What follows belongs to an exercise in optimizing a design on an open flow for small area; a production flow would make more cautious choices.
Only simulation tests tie the RTL to the original design; equivalence was not proved.
The flow treats the clock pin as an ideal source, which a real chip does not have.
Power and IR drop assume default switching activity.

## flow/design.v

```verilog
module fifo_word
#(parameter DATA_WIDTH = 32)
(
	input logic clk,
	input logic wr,
	input logic hold_n,
	input logic [DATA_WIDTH - 1 : 0] x,
	output logic [DATA_WIDTH - 1 : 0] q
);
always_ff @(posedge clk)
	q <= ~((q | {DATA_WIDTH{wr}}) & (x | {DATA_WIDTH{hold_n}}));
endmodule
module fifo_bank
#(parameter NW = 16, parameter DATA_WIDTH = 32)
(
	input logic clk,
	input logic pol,
	input logic [DATA_WIDTH - 1 : 0] in,
	input logic [NW - 1 : 0] wr,
	input logic [NW - 1 : 0] hold_n,
	output logic [NW * DATA_WIDTH - 1 : 0] q
);
logic [DATA_WIDTH - 1 : 0] x;
assign x = in ^ {DATA_WIDTH{pol}};
genvar g;
generate
for (g = 0; g < NW; g++)
begin: word
	fifo_word #(.DATA_WIDTH(DATA_WIDTH)) u_word
	(
		.clk(clk), .wr(wr[g]), .hold_n(hold_n[g]), .x(x), .q(q[g * DATA_WIDTH +: DATA_WIDTH])
	);
end
endgenerate
endmodule
module fifo_sel
#(parameter N = 3, parameter DATA_WIDTH = 32)
(
	input logic [N - 1 : 0] sel,
	input logic [N * DATA_WIDTH - 1 : 0] d,
	output logic [DATA_WIDTH - 1 : 0] y_n
);
logic [DATA_WIDTH - 1 : 0] y;
always_comb
begin
	y = 'b0;
	for (int i = 0; i < N; i++)
		y = y | ({DATA_WIDTH{sel[i]}} & d[i * DATA_WIDTH +: DATA_WIDTH]);
end
assign y_n = ~y;
endmodule
module fifo_read
#(parameter SIZE = 32, parameter DATA_WIDTH = 32, localparam NG = (SIZE + 2) / 3)
(
	input logic [SIZE - 1 : 0] sel,
	input logic [SIZE * DATA_WIDTH - 1 : 0] d,
	output logic [DATA_WIDTH - 1 : 0] y
);
logic [DATA_WIDTH - 1 : 0] g_n [0 : NG - 1];
fifo_dec #(.SIZE(SIZE), .INV(0)) u_wdec (.en(push), .a(tailPtr), .y(wr));
fifo_dec #(.SIZE(SIZE), .INV(1)) u_hdec (.en(push), .a(tailPtr), .y(hold_n));
fifo_dec #(.SIZE(SIZE), .INV(0)) u_rdec (.en(!empty_r), .a(headPtr), .y(rsel));
genvar g;
generate
for (g = 0; g < NG; g++)
begin: grp
	localparam int N = (3 * g + 3 <= SIZE) ? 3 : SIZE - 3 * g;
	fifo_sel #(.N(N), .DATA_WIDTH(DATA_WIDTH)) u_sel
	(
		.sel(sel[3 * g +: N]), .d(d[3 * g * DATA_WIDTH +: N * DATA_WIDTH]), .y_n(g_n[g])
	);
end
endgenerate
always_comb
begin
	y = 'b0;
	for (int i = 0; i < NG; i++)
		y = y | ~g_n[i];
end
endmodule
module fifo_dec
#(parameter SIZE = 32, parameter INV = 0, localparam ADDR_WIDTH = $clog2(SIZE))
(
	input logic en,
	input logic [ADDR_WIDTH - 1 : 0] a,
	output logic [SIZE - 1 : 0] y
);
always_comb
	for (int i = 0; i < SIZE; i++)
		y[i] = (en && a == i) ^ (INV != 0);
endmodule
module syncFIFO
#(parameter SIZE = 16, parameter DATA_WIDTH = 4, parameter FALL_THROUGH = 1, localparam ADDR_WIDTH = $clog2(SIZE))
(
	input logic clk,
	input logic rst,
	input logic en,
	input logic rw,
	input logic[ADDR_WIDTH - 1 : 0] addr,
	input logic [DATA_WIDTH - 1 : 0] in,
	output logic empty,
	output logic full,
	output logic[DATA_WIDTH - 1 : 0] out
);
logic [ADDR_WIDTH - 1 : 0] tailPtr;
logic [ADDR_WIDTH - 1 : 0] headPtr;
logic empty_r, full_r;
logic pol;
logic push, pop;
logic [ADDR_WIDTH - 1 : 0] tailNext, headNext;
logic [SIZE - 1 : 0] wr, hold_n, rsel;
logic [SIZE * DATA_WIDTH - 1 : 0] q;
logic [DATA_WIDTH - 1 : 0] t;
assign empty = empty_r;
assign full = full_r;
assign push = en && rw && !full_r;
assign pop = en && !rw && !empty_r;
assign tailNext = tailPtr + 1'b1;
assign headNext = headPtr + 1'b1;
fifo_dec #(.SIZE(SIZE), .INV(0)) u_wdec (.en(push), .a(tailPtr), .y(wr));
fifo_dec #(.SIZE(SIZE), .INV(1)) u_hdec (.en(push), .a(tailPtr), .y(hold_n));
fifo_dec #(.SIZE(SIZE), .INV(0)) u_rdec (.en(!empty_r), .a(headPtr), .y(rsel));
genvar g;
generate
for (g = 0; g < SIZE / 16; g++)
begin: bank
	fifo_bank #(.NW(16), .DATA_WIDTH(DATA_WIDTH)) u_bank
	(
		.clk(clk), .pol(pol), .in(in), .wr(wr[16 * g +: 16]), .hold_n(hold_n[16 * g +: 16]),
		.q(q[16 * g * DATA_WIDTH +: 16 * DATA_WIDTH])
	);
end
endgenerate
fifo_read #(.SIZE(SIZE), .DATA_WIDTH(DATA_WIDTH)) u_read (.sel(rsel), .d(q), .y(t));
assign out = t ^ {DATA_WIDTH{pol && !empty_r}};
always_ff @(posedge clk or posedge rst)
	if (rst)
	begin
		tailPtr <= 0;
		headPtr <= 0;
		empty_r <= 1'b1;
		full_r <= 1'b0;
		pol <= 1'b0;
	end
	else
	begin
		pol <= !pol;
		if (push)
		begin
			tailPtr <= tailNext;
			empty_r <= 1'b0;
			full_r <= tailNext == headPtr;
		end
		if (pop)
		begin
			headPtr <= headNext;
			full_r <= 1'b0;
			empty_r <= headNext == tailPtr;
		end
	end
endmodule
module fifo_top
(
	input  logic clk,
	input  logic rst,
	input  logic en,
	input  logic rw,
	input  logic [4 : 0] addr,
	input  logic [31 : 0] in,
	output logic empty,
	output logic full,
	output logic [31 : 0] out
);
syncFIFO #(.SIZE(32), .DATA_WIDTH(32), .FALL_THROUGH(1)) u_fifo
(
	.clk(clk), .rst(rst), .en(en), .rw(rw), .addr(addr), .in(in),
	.empty(empty), .full(full), .out(out)
);
endmodule
```

## flow/flow/run.sh

```bash
#!/bin/bash
# The standard layout, with a clock tree of small buffers and no dummy
# loads (leaf buffers upsized after CTS only where the clock edge at the
# flip-flops would be slow), port buffers of the smallest buffer cell, and non-critical gates
# downsized after global routing.
set -euo pipefail
here=$(pwd)
export CTS_ARGS="-sink_clustering_enable -repair_clock_nets -dont_use_dummy_load -buf_list sky130_fd_sc_hd__clkbuf_4 -sink_clustering_size 10 -sink_clustering_max_diameter 50"
export POST_CTS_TCL="$here/flow/post_cts.tcl"
export CLK_SLEW_TARGET=0.10
export RECOVER_POWER=100
export BUFFER_PORTS_ARGS="-buffer_cell sky130_fd_sc_hd__buf_1"
bash standard.sh > standard.log 2>&1
```

## flow/flow/post_cts.tcl

```tcl
# Upsize clock buffers whose sinks see a slow clock edge, then legalize.
estimate_parasitics -placement
set sizes {sky130_fd_sc_hd__clkbuf_2 sky130_fd_sc_hd__clkbuf_4 sky130_fd_sc_hd__clkbuf_8 sky130_fd_sc_hd__clkbuf_16}
set target 0.09
if { [info exists ::env(CLK_SLEW_TARGET)] } { set target $::env(CLK_SLEW_TARGET) }
for {set it 0} {$it < 4} {incr it} {
  set changed 0
  foreach inst [get_cells *] {
    set m [get_property $inst ref_name]
    set idx [lsearch $sizes $m]
    if { $idx < 0 || $idx == [llength $sizes] - 1 } { continue }
    set out [get_pins -of_objects $inst -filter "direction == output"]
    set worst 0
    foreach p [get_pins -of_objects [get_nets -of_objects $out] -filter "direction == input"] {
      foreach pr {slew_max_rise slew_max_fall} {
        set v [get_property $p $pr]
        if { $v > $worst } { set worst $v }
      }
    }
    if { $worst > $target } {
      replace_cell $inst [lindex $sizes [expr { $idx + 1 }]]
      incr changed
    }
  }
  puts "post_cts: pass $it upsized $changed clock buffers"
  if { $changed == 0 } { break }
  estimate_parasitics -placement
}
detailed_placement
```

## flow/standard.sh

```bash
#!/bin/bash
# synth_recipe.tcl (not shown) runs the flow's synth.tcl, then flattens the netlist and writes it again
# the make line also repeats each setting of config.mk as NAME=value (left out here)
make -C /OpenROAD-flow-scripts/flow DESIGN_CONFIG=/design/flow/config.mk WORK_HOME=/design/flow/orfs CLKGATE_MAP_FILE= SYNTH_SCRIPT=/design/flow/synth_recipe.tcl "${@:-finish}"
```

## flow/config.mk

```make
export PLATFORM = sky130hd
export DESIGN_NAME = fifo_top
export DESIGN_NICKNAME = fifo_top
export VERILOG_FILES = /design/flow/design.v
export SDC_FILE = /design/flow/constraint.sdc
export NUM_CORES = 4
export LEC_CHECK = 0
export CAP_MARGIN = 5
export CORE_MARGIN = 2
export CORE_UTILIZATION = 70
export SLEW_MARGIN = 5
export SYNTH_HIERARCHICAL = 1
export SYNTH_MINIMUM_KEEP_SIZE = 0
```

## flow/constraint.sdc

```tcl
create_clock -name core_clock -period 6.0 [get_ports {clk}]
set_input_delay 1.2000 -clock core_clock [delete_from_list [all_inputs] [get_ports {clk}]]
set_output_delay 1.2000 -clock core_clock [all_outputs]
set_load 0.01 [all_outputs]
```

==> results.sh, run 1 <==
export IMPL_max_freq_mhz=180
export IMPL_critPathArrivalTime_ns=4.34
export IMPL_synth_area_leader_cell="dfxtp_1"
export IMPL_ys_async_sr_fraction_pct=1.25
export IMPL_p_leak_nw=12.8
export IMPL_routed_wl_um=122000
export IMPL_so_violations="max-capacitance violations, max-slew violations"
export IMPL_maxSlewViolCount=1097
export IMPL_dpl_hpwl_um=68100
export IMPL_drive_gt1_share_pct=8.79
export IMPL_area_growth_pct=1.97
export IMPL_cp_cell_sequence="or2_0 -> nor2_2 -> buf_4 -> a222oi_1 -> nand4_1 -> or3_1 -> xnor2_1 -> buf_1"
export IMPL_first_pass_iters=13
export IMPL_cp_slowest_stage_delay_ns=0.82
export IMPL_hold_viol=0
export IMPL_yosys_warnings=34
export IMPL_vias=31242
export IMPL_nNetsFinal=3172
export IMPL_outcome="failed layout checks"
export IMPL_netlist_instances=3129
export IMPL_cap_viol_max_count=33
export IMPL_io_buffers=69
export IMPL_rows=83
export IMPL_synth_main_ff_cell="dfxtp_1"
export IMPL_initial_utilization_pct=70.5
export IMPL_finalCritPeriodShare_pct=92.3
export IMPL_grtUsageTotal_pct=44.1
export IMPL_syn_area_per_cell_sq_um=11.5
export IMPL_clock_sinks=1037
export IMPL_swShare_pct=34.4
export IMPL_crit_type="reg2out"
export IMPL_rsz0062_at_grt="false"
export IMPL_setup_viol=0
export IMPL_critPathSlowestCell="or2_0"
export IMPL_drt_iter0_drc=6062
export IMPL_power_share_clock_pct=19.6
export IMPL_synth_top_area_share_pct=56.9
export IMPL_antenna_found_initial=4
export IMPL_die_w_um=231
export IMPL_antenna_left=0
export IMPL_worstMarginPinSlew_ns=2.25
export IMPL_maxSlewHeadroom_pct=-50.0
export IMPL_end_kind="primary output"
export IMPL_synth_seq_cells=1037
export IMPL_min_period_ns=5.54
export IMPL_tritoncts="done"
export IMPL_synth_most_common_cell="o22ai_1"
export IMPL_clock_latency_ns=0.63
export IMPL_finClkSkew_ns=0.0434
export IMPL_path_delay_family="simple AND/OR/NAND/NOR gates"
export IMPL_power_density_nw_per_um2=505
export IMPL_fin_ws_ns=0.459
export IMPL_clkTransAtPathRegs_ns=0.07
export IMPL_synth_edf_count=0
export IMPL_grt_pass1_vias=30189
export IMPL_pre_cts_slack_ns=1.54
export IMPL_overflow=0
export IMPL_cp_num_buf_inv=2
export IMPL_core_area_sq_um=51100
export IMPL_ys_types=41
export IMPL_tns_ns=0
export IMPL_ios=75
export IMPL_grt_max_degree=51
export IMPL_dieArea_sq_um=53300
export IMPL_seq_area_frac_synth_pct=57.8
export IMPL_grt_pass1_wl_um=179000
export IMPL_p_int_mw=12.2
export IMPL_p_comb_share_pct=26.6
export IMPL_wire_per_inst_um=32.2
export IMPL_hold_path_class="reg2reg"
export IMPL_cp_required_ns=4.80
export IMPL_peakVddDrop_mv=0.330
export IMPL_critPathMaxFanout=32
export IMPL_p_seq_share_pct=53.8
export IMPL_hold_ws_ns=0.443
export IMPL_drc=0
export IMPL_die_h_um=231
export IMPL_netlist_area_sq_um=36000
export IMPL_drt_vias_per_instance=8.20
export IMPL_switching_power_mw=6.38
export IMPL_synth_top_cells_by_count="o22ai_1 (1,026), dfxtp_1 (1,024), a222oi_1 (320), buf_6 (163), buf_2 (129)"
export IMPL_routabilityCongestion=0.898
export IMPL_start_kind="flip-flop"
export IMPL_syn_nets=3172
export IMPL_synth_area_leaders="dfxtp_1 (57%), o22ai_1 (18%), a222oi_1 (8.9%), buf_6 (5.1%), buf_2 (1.8%)"
-- final timing paths --
kind / from / end / slack [ns] / depth (start not counted)
max: u_fifo.headPtr[1] / out[7] / 0.46 / 8
min: u_fifo.bank[1].u_bank.word[13].u_word.q[11] / u_fifo.bank[1].u_bank.word[13].u_word.q[11] / 0.44 / 1
max reg2reg: u_fifo.full_r / u_fifo.bank[0].u_bank.word[6].u_word.q[27] / 1.91 / 6
min reg2reg: u_fifo.bank[1].u_bank.word[13].u_word.q[11] / u_fifo.bank[1].u_bank.word[13].u_word.q[11] / 0.44 / 1
max in group asynchronous: rst / u_fifo.empty_r / 4.95 / 2
min in group asynchronous: rst / u_fifo.tailPtr[4] / 0.66 / 2
-- cell usage in the layout, fill, tap and decap left out, types with 9 or more instances in the layout --
master     Yosys  layout
o22ai_1     1026    1026
dfxtp_1     1024    1024
a222oi_1     320     320
buf_4          4      85
nand4_1       72      72
buf_1          0      69
xor2_1        68      67
nor2_2         0      62
clkbuf_4       0      57
clkbuf_8       0      49
xnor2_1       45      45
clkbuf_1       9      38
nand2_1       38      37
nand3_1       35      35
or3_1         32      32
a22oi_1       32      32
dfrtp_1       12      12
clkbuf_16      0       9
-- cell families (layout without fill, tap and decap cells) --
group           Yosys count  in the layout  synth area share, %
buf+inv                 315            313                 7.44
fa+ha+maj                 2              2               0.0695
xor+xnor                114            114                 2.79
mux                       3              3               0.0903
flops                  1037           1037                 57.8
other cells               0              1                    0
compound gates         1381           1381                 27.4
simple gates            277            277                 4.31
-- sequential cells by signal, summed over array words and instances (netlist names) --
register	count
u_fifo.empty_r	1
u_fifo.full_r	1
u_fifo.pol	1
u_fifo.headPtr	5
u_fifo.tailPtr	5
u_fifo.bank.u_bank.word.u_word.q	1024
-- layer usage --
layer | vias to the layer above | GRT usage (%) | share of wire [%]
li1 | 12896 | - | -
met1 | 15244 | 56.3 | 37
met2 | 2586 | 68.4 | 45
met3 | 510 | 12.9 | 14
met4 | 6 | 22.1 | 4.7
met5 | - | 0 | 0.021
-- worst register-to-register path, cell delays in order, from the launching register on --
cell       delay, ns
dfrtp_1         0.39
inv_1           0.08
and3_1          0.84
nand4bb_1       0.42
nor2_2          0.19
clkbuf_1        1.62
o22ai_1         0.33
-- stage by stage --
step                      util, %  total power, mW  instances  instance area [sq um]
after detailed placement     69.6             14.8       3688                  35600
after floorplan                 -             13.0       3129                  36000
after global placement       69.6             14.5       3688                  35600
after global routing         71.9             19.1       3807                  36700
final                        71.9             18.5       3808                  36700
-- power groups by stage --
stage	sequential [mW]	clock, mW	combinational (mW)
finish	9.97	3.64	4.93
global route	10.1	3.89	5.14
detailed placement	10.0	0	4.75
global placement	9.89	0	4.59
floorplan	9.70	0	3.30
-- area by class of cell --
class	count	area, sq um
antenna	1	2.50
sequential	1037	20800
tap	680	851
inverter	4	15.0
clock buffer	115	1330
timing repair buffer	194	1050
multi-input combinational	1777	12600
fill	3760	14400
==> inputs of run 2 (changes only) <==
--- a/flow/flow/run.sh
+++ b/flow/flow/run.sh
@@ -3,4 +3,3 @@
 # loads (leaf buffers upsized after CTS only where the clock edge at the
-# flip-flops would be slow), port buffers of the smallest buffer cell, and non-critical gates
-# downsized after global routing.
+# flip-flops would be slow), port buffers of the smallest buffer cell.
 set -euo pipefail
@@ -10,3 +9,2 @@
 export CLK_SLEW_TARGET=0.10
-export RECOVER_POWER=100
 export BUFFER_PORTS_ARGS="-buffer_cell sky130_fd_sc_hd__buf_1"
==> run 2 against run 1 <==
The run now finishes clean. Wire length barely moved. Sequential share of layout area fell by 0.38 points. Critical path type unchanged. Largest cell class unchanged. Non-clock buffer count did not move. Cell area rose by 0.69%. Worst hold slack improved by 0.00080 ns. Total power rose by 0.22%. Count of clock-buffer cells in the layout did not move. First-iteration DRC count fell by 5.7%. Sequential cell count did not move. Highest routed layer unchanged. Area after synthesis did not move.
==> results.sh, run 2 <==
export IMPL_tritoncts="done"
export IMPL_power_share_clock_pct=19.6
export IMPL_ys_types=41
export IMPL_r2r_end="u_fifo.bank[0].u_bank.word[9].u_word.q[13]"
export IMPL_synth_area_leaders="dfxtp_1 (57%), o22ai_1 (18%), a222oi_1 (8.9%), buf_6 (5.1%), buf_2 (1.8%)"
export IMPL_crit_type="reg2out"
export IMPL_initial_utilization_pct=70.5
export IMPL_nNetsFinal=3172
export IMPL_syn_area_per_cell_sq_um=11.5
export IMPL_final_cell_mix="o22ai_1 (1,026), dfxtp_1 (1,024), a222oi_1 (320)"
export IMPL_peakVddDrop_mv=0.327
export IMPL_hold_viol=0
export IMPL_finalCritPeriodShare_pct=88.5
export IMPL_seq_area_frac_synth_pct=57.8
export IMPL_path_delay_family="simple AND/OR/NAND/NOR gates"
export IMPL_crit_path_start="u_fifo.headPtr[1]"
export IMPL_drt_vias_per_instance=8.14
export IMPL_grt_pass1_wl_um=179000
export IMPL_synth_top_cells_by_count="o22ai_1 (1,026), dfxtp_1 (1,024), a222oi_1 (320), buf_6 (163), buf_2 (129)"
export IMPL_tns_ns=0
export IMPL_die_w_um=231
export IMPL_cp_required_ns=4.80
export IMPL_overflow=0
export IMPL_reg_top3="u_fifo.bank.u_bank.word.u_word.q (1024), u_fifo.headPtr (5), u_fifo.tailPtr (5)"
export IMPL_wire_per_inst_um=32.2
export IMPL_maxSlewHeadroom_pct=7.13
export IMPL_routabilityCongestion=0.898
export IMPL_regMostFlops="u_fifo.bank.u_bank.word.u_word.q"
export IMPL_max_freq_mhz=188
export IMPL_hold_path_class="reg2reg"
export IMPL_dpl_hpwl_um=68100
export IMPL_ys_async_sr_fraction_pct=1.25
export IMPL_p_leak_nw=13.0
export IMPL_ios=75
export IMPL_swShare_pct=34.5
export IMPL_regToRegSetupSlack_ns=2.89
export IMPL_clock_sinks=1037
export IMPL_finClkSkew_ns=0.0436
export IMPL_grtUsageTotal_pct=44.1
export IMPL_p_seq_share_pct=53.7
export IMPL_synth_edf_count=0
export IMPL_layout_commonest_cell="o22ai_1"
export IMPL_holdCritStartpoint="u_fifo.bank[1].u_bank.word[13].u_word.q[11]"
export IMPL_end_kind="primary output"
export IMPL_vias=30985
export IMPL_synth_most_common_cell="o22ai_1"
export IMPL_area_growth_pct=2.67
export IMPL_synth_area_leader_cell="dfxtp_1"
export IMPL_clock_latency_ns=0.64
export IMPL_core_area_sq_um=51100
export IMPL_power_mw=18.6
export IMPL_cp_slowest_stage_delay_ns=0.57
export IMPL_holdPathEnd="u_fifo.bank[1].u_bank.word[13].u_word.q[11]"
export IMPL_first_pass_iters=12
export IMPL_yosys_warnings=34
export IMPL_min_period_ns=5.31
export IMPL_n_antenna_cell=0
export IMPL_antenna_found_initial=4
export IMPL_grt_max_degree=51
export IMPL_io_buffers=69
export IMPL_antenna_left=0
export IMPL_drc=0
export IMPL_largest_reg_flops=1024
export IMPL_netlist_area_sq_um=36000
export IMPL_critPathSlowestCell="or2_1"
export IMPL_outcome="no timing/DRC/antenna violations"
export IMPL_critPathArrivalTime_ns=4.11
export IMPL_clkTransAtPathRegs_ns=0.07
export IMPL_syn_nets=3172
export IMPL_worstReg2RegStart="u_fifo.pol"
export IMPL_maxSlewViolCount=0
export IMPL_cap_viol_max_count=0
export IMPL_synth_main_ff_cell="dfxtp_1"
export IMPL_switching_power_mw=6.41
export IMPL_worstMarginPinSlew_ns=1.39
export IMPL_setup_viol=0
export IMPL_cp_cell_sequence="or2_1 -> nor2_2 -> buf_4 -> a222oi_1 -> nand4_1 -> or3_1 -> xnor2_1 -> buf_1"
export IMPL_synth_seq_cells=1037
export IMPL_holdPathStages=1
export IMPL_rsz0062_at_grt="false"
export IMPL_rows=83
export IMPL_p_comb_share_pct=26.7
export IMPL_cp_num_buf_inv=2
export IMPL_p_int_mw=12.2
export IMPL_synth_top_area_share_pct=56.9
export IMPL_reg2reg_depth=3
export IMPL_drt_iter0_drc=5717
export IMPL_die_h_um=231
export IMPL_dieArea_sq_um=53300
export IMPL_routed_wl_um=122000
export IMPL_critPathMaxFanout=32
export IMPL_start_kind="flip-flop"
export IMPL_drive_gt1_share_pct=10.9
export IMPL_grt_pass1_vias=30189
export IMPL_power_density_nw_per_um2=503
export IMPL_netlist_instances=3129
==> run 2: worst max-delay path by stage <==
stage | to | slack [ns] | depth (start not counted)
floorplan | out[10] | 2.61 | 8
global placement | out[20] | 1.56 | 8
detailed placement | out[0] | 1.54 | 8
global route | out[7] | 0.66 | 8
finish | out[7] | 0.69 | 8
==> run 2: per-layer routing <==
layer  GRT usage [%]  vias to the layer above  wire [um]
li1                -                    12922          -
met1            56.3                    15087      45300
met2            68.4                     2469      54600
met3            12.9                      499      16800
met4            22.1                        8       5660
met5               0                        -         40
==> run 2: power by group through the flow <==
stage / logic (mW) / clock network (mW) / registers [mW]
finish: 4.96 / 3.64 / 9.98
global route: 5.16 / 3.89 / 10.1
detailed placement: 4.75 / 0 / 10.0
global placement: 4.59 / 0 / 9.89
floorplan: 3.30 / 0 / 9.70
==> run 2: stage by stage <==
step	utilization [%]	setup WS (ns)	hold slack, ns	instances	area [sq um]
after global placement	69.6	1.56	0.428	3688	35600
after floorplan	-	2.61	0.421	3129	36000
after detailed placement	69.6	1.54	0.436	3688	35600
after global routing	72.4	0.664	0.456	3807	37000
final	72.4	0.692	0.444	3807	37000
==> run 2: area by class of cell <==
cell class	count	area (sq um)
flip-flops and latches	1037	20800
fillers	3697	14100
multi-input cells	1777	12700
clock buffers	115	1330
repair buffers	194	1200
well taps	680	851
inverters	4	15.0
==> run 2: kinds of logic after synthesis <==
group / count (synthesis) / synth area share, %
flip-flops: 1037 / 57.8
AND/OR/NAND/NOR: 277 / 4.31
buffers and inverters: 315 / 7.44
XOR/XNOR: 114 / 2.79
AO/OA/AOI/OAI: 1381 / 27.4
multiplexers: 3 / 0.0903
adder cells (fa/ha/maj): 2 / 0.0695

[static timing again, ports no longer ideal]
In the flow no input, the clock included, has a driving cell. The finished layouts below were timed again as built, in two steps.
Step 1 sets driving cells, clkbuf_16 on the clock port and buf_2 on the other inputs (assumed; they add their load-dependent delay and slew).
Step 2 also shifts input and output timing later by t, the mid clock arrival at the registers, as if the neighbouring blocks saw the same clock.
Three values: ideal ports, drivers, drivers and shift; two values: the first two.
run	t (ns)	setup slack, ns	hold WS [ns]	latest minus earliest clock arrival (ns)	worst data-port slew with drivers (ns)
run 1	0.679	0.459 / 0.391 / 0.975	0.443 / 0.443 / 0.443	0.055 / 0.055	0.08
run 2	0.682	0.692 / 0.625 / 1.307	0.444 / 0.444 / 0.444	0.055 / 0.055	0.08
